What follows belongs to an exercise in optimizing a design on an open flow for small area; a production flow would make more cautious choices. RTL that was checked went through simulation tests only; none was proved equivalent to the original. No driver is modelled on the clock port, so clocking that relies on it looks cheaper here than on a real chip.

==> 09-12 <==
==> flow/design.v (excerpt) <==
module cordic_dds (clk, phase_i, sin_o, cos_o, err_o);
   input         clk;
   input  [15:0] phase_i;
   output [16:0] sin_o, cos_o, err_o;
   reg [1:0] q [0:14];
   always @(posedge clk) q[0] <= phase_i[15:14];
   genvar g;
   generate for (g = 1; g < 15; g = g + 1) begin : qp
      always @(posedge clk) q[g] <= q[g-1];
   end endgenerate
   reg [13:0] z0;
   always @(posedge clk) z0 <= phase_i[13:0];
   reg [13:0] u1; reg sd1;
   reg [12:0] u2; reg sd2;
   reg [11:0] u3; reg sd3;
   reg [10:0] u4; reg sd4;
   reg [9:0] u5; reg sd5;
   reg [8:0] u6; reg sd6;
   reg [7:0] u7; reg sd7;
   reg [6:0] u8; reg sd8;
   reg [5:0] u9; reg sd9;
   reg [4:0] u10; reg sd10;
   reg [3:0] u11; reg sd11;
   reg [2:0] u12; reg sd12;
   reg [2:0] u13; reg sd13;
   reg [1:0] u14; reg sd14;
   wire [14:0] v0 = {1'b0, z0} - 15'd8189;
   always @(posedge clk) begin u1 <= v0[13:0] ^ {14{v0[14]}}; sd1 <= v0[14] ^ q[0][0]; end
   wire [14:0] v1; wire [14:0] br1;
   assign br1[0] = 1'b0;
   assign v1[0] = u1[0] ^ br1[0];
   assign br1[1] = ~u1[0] & br1[0];
   assign v1[1] = ~(u1[1] ^ br1[1]);
   assign br1[2] = ~u1[1] | br1[1];
   assign v1[2] = u1[2] ^ br1[2];
   assign br1[3] = ~u1[2] & br1[2];
   assign v1[3] = u1[3] ^ br1[3];
   assign br1[4] = ~u1[3] & br1[3];
   assign v1[4] = u1[4] ^ br1[4];
   assign br1[5] = ~u1[4] & br1[4];
  ...
==> flow/config.mk <==
export PLATFORM = sky130hd
export DESIGN_NAME = cordic_dds
export DESIGN_NICKNAME = cordic_dds
export VERILOG_FILES = /design/flow/design.v
export SDC_FILE = /design/flow/constraint.sdc
export NUM_CORES = 4
export LEC_CHECK = 0
export ABC_AREA = 1
export ABC_CLOCK_PERIOD_IN_PS = 5000
export CAP_MARGIN = 20
export CORE_MARGIN = 2
export CORE_UTILIZATION = 40
export SLEW_MARGIN = 20
==> flow/constraint.sdc <==
create_clock -name core_clock -period 5.0 [get_ports {clk}]
set_input_delay 1.0000 -clock core_clock [delete_from_list [all_inputs] [get_ports {clk}]]
set_output_delay 1.0000 -clock core_clock [all_outputs]
set_load 0.01 [all_outputs]
standard.sh (not shown) runs the stock make flow with config.mk's settings and CLKGATE_MAP_FILE= SYNTH_SCRIPT=/design/flow/synth_recipe.tcl, a recipe that flattens the netlist after the stock synthesis.
==> flow/flow/run.sh <==
#!/bin/bash
# Own layout flow: the standard flow (standard synthesis unchanged), with
#  - the port buffers made from sky130_fd_sc_hd__buf_1 cells,
#  - clock tree options passed to clock_tree_synthesis,
#  - power recovery (cell down-sizing on paths with slack) after global routing.
# Each make run writes its full output to a log of its own in the work folder;
# ORFS's per-step logs are under orfs/logs/.
set -euo pipefail
cd "$(dirname "$0")/.."
source flow/knobs.sh
bash standard.sh finish \
  "BUFFER_PORTS_ARGS=$PORT_BUF_ARGS" \
  "CTS_ARGS=$CTS_ARGS" \
  "RECOVER_POWER=$RECOVER" > flow_standard.log 2>&1
==> flow/flow/knobs.sh <==
PORT_BUF_ARGS="-buffer_cell sky130_fd_sc_hd__buf_1"
CTS_ARGS="-sink_clustering_enable -repair_clock_nets -dont_use_dummy_load -buf_list sky130_fd_sc_hd__clkbuf_16 -sink_clustering_size 25 -sink_clustering_max_diameter 120"
RECOVER=0
==> inputs of 10-07, as changes to 09-12 <==
- CORE_UTILIZATION: 40 -> 65
==> results by group <==
Outcome
  – Status: complete, no violations

Global route
  – Met1 usage: 34.3%

Cells and area
  – Clock buf count: 18
  – Fill cells: 2467
  – Layout cell share with drive strength beyond 1: 6.26%

Worst setup path
  – CP max FO: 13
  – Crit-path slowest cell: dfxtp_4

Timing
  – Final worst setup slack: 0.499 ns
  – Min Tclk post-route: 4.50 ns
  – Hold Worst Slack: 0.306 ns
The numbers above come from 10-07.

==> results by group <==
Cells and area
  – Layout cell share with drive strength beyond 1: 6.38%
  – Clock buf count: 19
  – Most common cell after layout, fill and taps aside: nand2_1

Die
  – # rows: 83
  – Chip height: 232 µm

Min path
  – Hold Path Sink: d7_9

Global route
  – Met1 usage: 21.9%

Worst setup path
  – Crit-path slowest cell: dfxtp_2
  – CP max FO: 23
  – Critical path depth: 29

Timing
  – Min Tclk post-route: 4.54 ns
  – Max Fclk: 220 MHz
  – Hold Worst Slack: 0.326 ns
  – Worst-Margin Slew: 1.05 ns

Outcome
  – Status: complete, no violations

Logic synthesis
  – Synthesized flop and latch total: 359
The numbers above come from 09-12.

Function was not checked in any run of this note: the RTL went through the layout flow alone.


==> pepper <==
Another version of the RTL of cordic_dds (not shown whole).
export LEC_CHECK = 0
export ABC_AREA = 1
export ABC_CLOCK_PERIOD_IN_PS = 5000
export CAP_MARGIN = 20
export CORE_MARGIN = 2
export CORE_UTILIZATION = 40
export GPL_TIMING_DRIVEN = 0
export SLEW_MARGIN = 20
create_clock -name core_clock -period 5.0 [get_ports {clk}]
Scripts as last shown in full above: flow/flow/run.sh, flow/flow/knobs.sh
==> yarrow (differences from pepper) <==
--- a/flow/design.v
+++ b/flow/design.v
@@ -1,13 +1,13 @@
 module cordic_dds (clk, phase_i, sin_o, cos_o, err_o);
    input         clk;
    input  [15:0] phase_i;
    output [16:0] sin_o, cos_o, err_o;
-   reg [1:0] q [0:14];
+   reg [1:0] q [0:15];
    always @(posedge clk) q[0] <= phase_i[15:14];
    genvar g;
-   generate for (g = 1; g < 15; g = g + 1) begin : qp
+   generate for (g = 1; g < 16; g = g + 1) begin : qp
       always @(posedge clk) q[g] <= q[g-1];
    end endgenerate
    reg [13:0] z0;
    always @(posedge clk) z0 <= phase_i[13:0];
    reg [13:0] u1; reg sd1;
@@ -63,65 +63,78 @@
    reg d1_7; always @(posedge clk) d1_7 <= d1_6;
    reg d1_8; always @(posedge clk) d1_8 <= d1_7;
    reg d1_9; always @(posedge clk) d1_9 <= d1_8;
    reg d1_10; always @(posedge clk) d1_10 <= d1_9;
    reg d1_11; always @(posedge clk) d1_11 <= d1_10;
+   reg d1_12; always @(posedge clk) d1_12 <= d1_11;
    reg d2_3; always @(posedge clk) d2_3 <= sd2;
    reg d2_4; always @(posedge clk) d2_4 <= d2_3;
    reg d2_5; always @(posedge clk) d2_5 <= d2_4;
    reg d2_6; always @(posedge clk) d2_6 <= d2_5;
    reg d2_7; always @(posedge clk) d2_7 <= d2_6;
    reg d2_8; always @(posedge clk) d2_8 <= d2_7;
    reg d2_9; always @(posedge clk) d2_9 <= d2_8;
    reg d2_10; always @(posedge clk) d2_10 <= d2_9;
    reg d2_11; always @(posedge clk) d2_11 <= d2_10;
+   reg d2_12; always @(posedge clk) d2_12 <= d2_11;
    reg d3_4; always @(posedge clk) d3_4 <= sd3;
    reg d3_5; always @(posedge clk) d3_5 <= d3_4;
    reg d3_6; always @(posedge clk) d3_6 <= d3_5;
    reg d3_7; always @(posedge clk) d3_7 <= d3_6;
    reg d3_8; always @(posedge clk) d3_8 <= d3_7;
    reg d3_9; always @(posedge clk) d3_9 <= d3_8;
    reg d3_10; always @(posedge clk) d3_10 <= d3_9;
    reg d3_11; always @(posedge clk) d3_11 <= d3_10;
+   reg d3_12; always @(posedge clk) d3_12 <= d3_11;
    reg d4_5; always @(posedge clk) d4_5 <= sd4;
    reg d4_6; always @(posedge clk) d4_6 <= d4_5;
    reg d4_7; always @(posedge clk) d4_7 <= d4_6;
    reg d4_8; always @(posedge clk) d4_8 <= d4_7;
    reg d4_9; always @(posedge clk) d4_9 <= d4_8;
    reg d4_10; always @(posedge clk) d4_10 <= d4_9;
    reg d4_11; always @(posedge clk) d4_11 <= d4_10;
+   reg d4_12; always @(posedge clk) d4_12 <= d4_11;
    reg d5_6; always @(posedge clk) d5_6 <= sd5;
    reg d5_7; always @(posedge clk) d5_7 <= d5_6;
    reg d5_8; always @(posedge clk) d5_8 <= d5_7;
    reg d5_9; always @(posedge clk) d5_9 <= d5_8;
    reg d5_10; always @(posedge clk) d5_10 <= d5_9;
    reg d5_11; always @(posedge clk) d5_11 <= d5_10;
+   reg d5_12; always @(posedge clk) d5_12 <= d5_11;
    reg d6_7; always @(posedge clk) d6_7 <= sd6;
    reg d6_8; always @(posedge clk) d6_8 <= d6_7;
    reg d6_9; always @(posedge clk) d6_9 <= d6_8;
    reg d6_10; always @(posedge clk) d6_10 <= d6_9;
    reg d6_11; always @(posedge clk) d6_11 <= d6_10;
+   reg d6_12; always @(posedge clk) d6_12 <= d6_11;
    reg d7_8; always @(posedge clk) d7_8 <= sd7;
    reg d7_9; always @(posedge clk) d7_9 <= d7_8;
    reg d7_10; always @(posedge clk) d7_10 <= d7_9;
    reg d7_11; always @(posedge clk) d7_11 <= d7_10;
+   reg d7_12; always @(posedge clk) d7_12 <= d7_11;
    reg d8_9; always @(posedge clk) d8_9 <= sd8;
    reg d8_10; always @(posedge clk) d8_10 <= d8_9;
    reg d8_11; always @(posedge clk) d8_11 <= d8_10;
    reg d8_12; always @(posedge clk) d8_12 <= d8_11;
+   reg d8_13; always @(posedge clk) d8_13 <= d8_12;
    reg d9_10; always @(posedge clk) d9_10 <= sd9;
    reg d9_11; always @(posedge clk) d9_11 <= d9_10;
    reg d9_12; always @(posedge clk) d9_12 <= d9_11;
+   reg d9_13; always @(posedge clk) d9_13 <= d9_12;
    reg d10_11; always @(posedge clk) d10_11 <= sd10;
    reg d10_12; always @(posedge clk) d10_12 <= d10_11;
    reg d10_13; always @(posedge clk) d10_13 <= d10_12;
+   reg d10_14; always @(posedge clk) d10_14 <= d10_13;
    reg d11_12; always @(posedge clk) d11_12 <= sd11;
    reg d11_13; always @(posedge clk) d11_13 <= d11_12;
+   reg d11_14; always @(posedge clk) d11_14 <= d11_13;
    reg d12_13; always @(posedge clk) d12_13 <= sd12;
    reg d12_14; always @(posedge clk) d12_14 <= d12_13;
+   reg d12_15; always @(posedge clk) d12_15 <= d12_14;
    reg d13_14; always @(posedge clk) d13_14 <= sd13;
-   wire [6:0] tsel = {d7_11, d6_11, d5_11, d4_11, d3_11, d2_11, d1_11};
+   reg d13_15; always @(posedge clk) d13_15 <= d13_14;
+   wire [6:0] tsel = {d7_12, d6_12, d5_12, d4_12, d3_12, d2_12, d1_12};
    wire hf = tsel[0];
    wire [5:0] hsel = tsel[6:1] ^ {6{hf}};
    wire [15:0] hx, hy;
    wire [63:0] hx_t0 = 64'b0110000111101101101011100010110001100001111011011010111000101100;
    assign hx[0] = hx_t0[hsel];
@@ -187,17 +200,17 @@
    assign hy[14] = hy_t14[hsel];
    wire [63:0] hy_t15 = 64'b0000000000010000000000000000000000000000000000000000000000000000;
    assign hy[15] = hy_t15[hsel];
    wire [15:0] tx = hf ? hy : hx;
    wire [15:0] ty = hf ? hx : hy;
-   reg [15:0] xr12, yr12;
-   always @(posedge clk) begin xr12 <= tx; yr12 <= ty; end
-   wire cN = q[14][1] ^ q[14][0];
-   wire sN = q[14][1];
-   wire [16:0] X8 = {1'b0, xr12};
-   wire [16:0] Y8 = {1'b0, yr12};
-   wire dg8 = d8_12;
+   reg [15:0] xr13, yr13;
+   always @(posedge clk) begin xr13 <= tx; yr13 <= ty; end
+   wire cN = q[15][1] ^ q[15][0];
+   wire sN = q[15][1];
+   wire [16:0] X8 = {1'b0, xr13};
+   wire [16:0] Y8 = {1'b0, yr13};
+   wire dg8 = d8_13;
    wire [8:0] g8_wy0 = Y8[16:8], g8_wx0 = X8[16:8];
    wire [10:0] g8_xl1_c = {{2'b00, X8[7:0]}, 1'b1} + {{{1{g8_wy0[8]}}, g8_wy0} ^ {10{~dg8}}, ~dg8};
    wire [9:0] g8_xl1 = g8_xl1_c[10:1];
    wire [10:0] g8_yl1_c = {{2'b00, Y8[7:0]}, 1'b1} + {{{1{g8_wx0[8]}}, g8_wx0} ^ {10{dg8}}, dg8};
    wire [9:0] g8_yl1 = g8_yl1_c[10:1];
@@ -228,11 +241,11 @@
    assign g8_yh1_p1[6] = g8_yh1_p1[5] & g8_yh1_h[5]; assign g8_yh1_p0[6] = g8_yh1_p0[5] & ~g8_yh1_h[5];
    assign g8_yh1_p1[7] = g8_yh1_p1[6] & g8_yh1_h[6]; assign g8_yh1_p0[7] = g8_yh1_p0[6] & ~g8_yh1_h[6];
    assign g8_yh1_p1[8] = g8_yh1_p1[7] & g8_yh1_h[7]; assign g8_yh1_p0[8] = g8_yh1_p0[7] & ~g8_yh1_h[7];
    wire [8:0] g8_yh1 = g8_yh1_h ^ (({9{g8_yh1_i}} & g8_yh1_p1) | ({9{g8_yh1_d}} & g8_yh1_p0));
    wire [16:0] g8_x1 = {g8_xh1, g8_xl1[7:0]}, g8_y1 = {g8_yh1, g8_yl1[7:0]};
-   wire dg9 = d9_12;
+   wire dg9 = d9_13;
    wire [7:0] g8_wy1 = g8_y1[16:9], g8_wx1 = g8_x1[16:9];
    wire [10:0] g8_xl2_c = {g8_xl1, 1'b1} + {{{2{g8_wy1[7]}}, g8_wy1} ^ {10{~dg9}}, ~dg9};
    wire [9:0] g8_xl2 = g8_xl2_c[10:1];
    wire [10:0] g8_yl2_c = {g8_yl1, 1'b1} + {{{2{g8_wx1[7]}}, g8_wx1} ^ {10{dg9}}, dg9};
    wire [9:0] g8_yl2 = g8_yl2_c[10:1];
@@ -263,15 +276,15 @@
    assign g8_yh2_p1[6] = g8_yh2_p1[5] & g8_yh2_h[5]; assign g8_yh2_p0[6] = g8_yh2_p0[5] & ~g8_yh2_h[5];
    assign g8_yh2_p1[7] = g8_yh2_p1[6] & g8_yh2_h[6]; assign g8_yh2_p0[7] = g8_yh2_p0[6] & ~g8_yh2_h[6];
    assign g8_yh2_p1[8] = g8_yh2_p1[7] & g8_yh2_h[7]; assign g8_yh2_p0[8] = g8_yh2_p0[7] & ~g8_yh2_h[7];
    wire [8:0] g8_yh2 = g8_yh2_h ^ (({9{g8_yh2_i}} & g8_yh2_p1) | ({9{g8_yh2_d}} & g8_yh2_p0));
    wire [16:0] g8_x2 = {g8_xh2, g8_xl2[7:0]}, g8_y2 = {g8_yh2, g8_yl2[7:0]};
-   reg [15:0] xr13, yr13;
-   always @(posedge clk) begin xr13 <= g8_x2[15:0]; yr13 <= g8_y2[15:0]; end
-   wire [16:0] X10 = {1'b0, xr13};
-   wire [16:0] Y10 = {1'b0, yr13};
-   wire dg10 = d10_13;
+   reg [15:0] xr14, yr14;
+   always @(posedge clk) begin xr14 <= g8_x2[15:0]; yr14 <= g8_y2[15:0]; end
+   wire [16:0] X10 = {1'b0, xr14};
+   wire [16:0] Y10 = {1'b0, yr14};
+   wire dg10 = d10_14;
    wire [6:0] g10_wy0 = Y10[16:10], g10_wx0 = X10[16:10];
    wire [8:0] g10_xl1_c = {{2'b00, X10[5:0]}, 1'b1} + {{{1{g10_wy0[6]}}, g10_wy0} ^ {8{~dg10}}, ~dg10};
    wire [7:0] g10_xl1 = g10_xl1_c[8:1];
    wire [8:0] g10_yl1_c = {{2'b00, Y10[5:0]}, 1'b1} + {{{1{g10_wx0[6]}}, g10_wx0} ^ {8{dg10}}, dg10};
    wire [7:0] g10_yl1 = g10_yl1_c[8:1];
@@ -306,11 +319,11 @@
    assign g10_yh1_p1[8] = g10_yh1_p1[7] & g10_yh1_h[7]; assign g10_yh1_p0[8] = g10_yh1_p0[7] & ~g10_yh1_h[7];
    assign g10_yh1_p1[9] = g10_yh1_p1[8] & g10_yh1_h[8]; assign g10_yh1_p0[9] = g10_yh1_p0[8] & ~g10_yh1_h[8];
    assign g10_yh1_p1[10] = g10_yh1_p1[9] & g10_yh1_h[9]; assign g10_yh1_p0[10] = g10_yh1_p0[9] & ~g10_yh1_h[9];
    wire [10:0] g10_yh1 = g10_yh1_h ^ (({11{g10_yh1_i}} & g10_yh1_p1) | ({11{g10_yh1_d}} & g10_yh1_p0));
    wire [16:0] g10_x1 = {g10_xh1, g10_xl1[5:0]}, g10_y1 = {g10_yh1, g10_yl1[5:0]};
-   wire dg11 = d11_13;
+   wire dg11 = d11_14;
    wire [5:0] g10_wy1 = g10_y1[16:11], g10_wx1 = g10_x1[16:11];
    wire [8:0] g10_xl2_c = {g10_xl1, 1'b1} + {{{2{g10_wy1[5]}}, g10_wy1} ^ {8{~dg11}}, ~dg11};
    wire [7:0] g10_xl2 = g10_xl2_c[8:1];
    wire [8:0] g10_yl2_c = {g10_yl1, 1'b1} + {{{2{g10_wx1[5]}}, g10_wx1} ^ {8{dg11}}, dg11};
    wire [7:0] g10_yl2 = g10_yl2_c[8:1];
@@ -345,15 +358,15 @@
    assign g10_yh2_p1[8] = g10_yh2_p1[7] & g10_yh2_h[7]; assign g10_yh2_p0[8] = g10_yh2_p0[7] & ~g10_yh2_h[7];
    assign g10_yh2_p1[9] = g10_yh2_p1[8] & g10_yh2_h[8]; assign g10_yh2_p0[9] = g10_yh2_p0[8] & ~g10_yh2_h[8];
    assign g10_yh2_p1[10] = g10_yh2_p1[9] & g10_yh2_h[9]; assign g10_yh2_p0[10] = g10_yh2_p0[9] & ~g10_yh2_h[9];
    wire [10:0] g10_yh2 = g10_yh2_h ^ (({11{g10_yh2_i}} & g10_yh2_p1) | ({11{g10_yh2_d}} & g10_yh2_p0));
    wire [16:0] g10_x2 = {g10_xh2, g10_xl2[5:0]}, g10_y2 = {g10_yh2, g10_yl2[5:0]};
-   reg [15:0] xr14, yr14;
-   always @(posedge clk) begin xr14 <= g10_x2[15:0]; yr14 <= g10_y2[15:0]; end
-   wire [16:0] X12 = {(xr14[15] & xr14[14]), xr14};
-   wire [16:0] Y12 = {(yr14[15] & yr14[14]), yr14};
-   wire dg12 = d12_14;
+   reg [15:0] xr15, yr15;
+   always @(posedge clk) begin xr15 <= g10_x2[15:0]; yr15 <= g10_y2[15:0]; end
+   wire [16:0] X12 = {(xr15[15] & xr15[14]), xr15};
+   wire [16:0] Y12 = {(yr15[15] & yr15[14]), yr15};
+   wire dg12 = d12_15;
    wire [4:0] g12_wy0 = Y12[16:12], g12_wx0 = X12[16:12];
    wire [6:0] g12_xl1_c = {{2'b00, X12[3:0]}, 1'b1} + {{{1{g12_wy0[4]}}, g12_wy0} ^ {6{~dg12}}, ~dg12};
    wire [5:0] g12_xl1 = g12_xl1_c[6:1];
    wire [6:0] g12_yl1_c = {{2'b00, Y12[3:0]}, 1'b1} + {{{1{g12_wx0[4]}}, g12_wx0} ^ {6{dg12}}, dg12};
    wire [5:0] g12_yl1 = g12_yl1_c[6:1];
@@ -392,11 +405,11 @@
    assign g12_yh1_p1[10] = g12_yh1_p1[9] & g12_yh1_h[9]; assign g12_yh1_p0[10] = g12_yh1_p0[9] & ~g12_yh1_h[9];
    assign g12_yh1_p1[11] = g12_yh1_p1[10] & g12_yh1_h[10]; assign g12_yh1_p0[11] = g12_yh1_p0[10] & ~g12_yh1_h[10];
    assign g12_yh1_p1[12] = g12_yh1_p1[11] & g12_yh1_h[11]; assign g12_yh1_p0[12] = g12_yh1_p0[11] & ~g12_yh1_h[11];
    wire [12:0] g12_yh1 = g12_yh1_h ^ (({13{g12_yh1_i}} & g12_yh1_p1) | ({13{g12_yh1_d}} & g12_yh1_p0));
    wire [16:0] g12_x1 = {g12_xh1, g12_xl1[3:0]}, g12_y1 = {g12_yh1, g12_yl1[3:0]};
-   wire dg13 = d13_14;
+   wire dg13 = d13_15;
    wire [3:0] g12_wy1 = g12_y1[16:13], g12_wx1 = g12_x1[16:13];
    wire [5:0] g12_xm = g12_xl1 - {5'd0, cN};
    wire [5:0] g12_ym = g12_yl1 - {5'd0, sN};
    wire [6:0] g12_xl2_c = {g12_xm, 1'b1} + {{{2{g12_wy1[3]}}, g12_wy1} ^ {6{~dg13}}, ~dg13};
    wire [5:0] g12_xl2 = g12_xl2_c[6:1];
@@ -437,13 +450,8 @@
    assign g12_yh2_p1[10] = g12_yh2_p1[9] & g12_yh2_h[9]; assign g12_yh2_p0[10] = g12_yh2_p0[9] & ~g12_yh2_h[9];
    assign g12_yh2_p1[11] = g12_yh2_p1[10] & g12_yh2_h[10]; assign g12_yh2_p0[11] = g12_yh2_p0[10] & ~g12_yh2_h[10];
    assign g12_yh2_p1[12] = g12_yh2_p1[11] & g12_yh2_h[11]; assign g12_yh2_p0[12] = g12_yh2_p0[11] & ~g12_yh2_h[11];
    wire [12:0] g12_yh2 = g12_yh2_h ^ (({13{g12_yh2_i}} & g12_yh2_p1) | ({13{g12_yh2_d}} & g12_yh2_p0));
    wire [16:0] g12_x2 = {g12_xh2, g12_xl2[3:0]}, g12_y2 = {g12_yh2, g12_yl2[3:0]};
-   reg [16:0] cos_r, sin_r;
-   always @(posedge clk) begin
-      cos_r <= {17{cN}} ^ g12_x2;
-      sin_r <= {17{sN}} ^ g12_y2;
-   end
-   assign cos_o = cos_r;
-   assign sin_o = sin_r;
+   assign cos_o = {17{cN}} ^ g12_x2;
+   assign sin_o = {17{sN}} ^ g12_y2;
 endmodule
GPL_TIMING_DRIVEN = unset   (was 0)
==> nickel (differences from pepper) <==
GPL_TIMING_DRIVEN = unset   (was 0)
==> results.sh <==
export IMPL_die_h_um=231
export IMPL_synth_xor_area_share_pct=15.3
export IMPL_status="finished with violations"
export IMPL_setup_ws_ps=-326
export IMPL_ctsResizeCount=59
export IMPL_check_faults="setup timing"
export IMPL_dp_hpwl_um=42100
export IMPL_setup_violations_final=26
[end of results for yarrow]
==> results.sh <==
export IMPL_status="no timing/DRC/antenna violations"
export IMPL_critical_path_cell_count=25
export IMPL_io_buffers=67
export IMPL_dp_hpwl_um=40500
export IMPL_setup_violations_final=0
export IMPL_fillers=5219
export IMPL_die_h_um=232
export IMPL_synth_cell_types=62
export IMPL_synth_top_family_by_area="simple AND/OR/NAND/NOR gates"
export IMPL_ctsResizeCount=0
[end of results for nickel]
==> results.sh <==
export IMPL_status="no timing/DRC/antenna violations"
export IMPL_synth_xor_area_share_pct=15.0
export IMPL_setup_ws_ps=249
export IMPL_dp_hpwl_um=44500
export IMPL_ctsResizeCount=12
export IMPL_multi_input_area_mm2=0.0121
[end of results for pepper]
The RTL of yarrow was laid out without a check of its function.

what the ideal ports hide:
The flow's constraints put no driver on any port. The routed layouts listed below were extracted and timed again, unchanged, in two steps. Step 1 (the two cells are an assumption about what drives the block):
set clk [get_ports {clk}]
set_driving_cell -lib_cell sky130_fd_sc_hd__clkbuf_16 $clk
set_driving_cell -lib_cell sky130_fd_sc_hd__buf_2 [delete_from_list [all_inputs] $clk]
Step 2, shift: input delay + t, output delay - t, t = (earliest + latest rising clock arrival at the registers) / 2. This alone moves slack from input paths to output paths. a / b / c = no drivers / after step 1 / after step 2; a / b = the first two.
run | shift t [ns] | setup WS [ns] | worst hold slack (ns) | latest minus earliest clock arrival (ns) | cell pins on the clock port's net
09-12 | 0.555 | 0.457 / 0.457 / 0.457 | 0.326 / 0.326 / 0.326 | 0.056 / 0.056 | 1
10-07 | 0.559 | 0.499 / 0.499 / 0.499 | 0.306 / 0.306 / 0.306 | 0.051 / 0.051 | 1
pepper | 0.567 | 0.249 / 0.249 / 0.249 | 0.325 / 0.325 / 0.325 | 0.059 / 0.059 | 1
yarrow | 0.548 | -0.326 / -0.379 / 0.170 | 0.265 / 0.265 / 0.265 | 0.077 / 0.077 | 1
nickel | 0.563 | 0.407 / 0.407 / 0.407 | 0.294 / 0.294 / 0.294 | 0.058 / 0.058 | 1
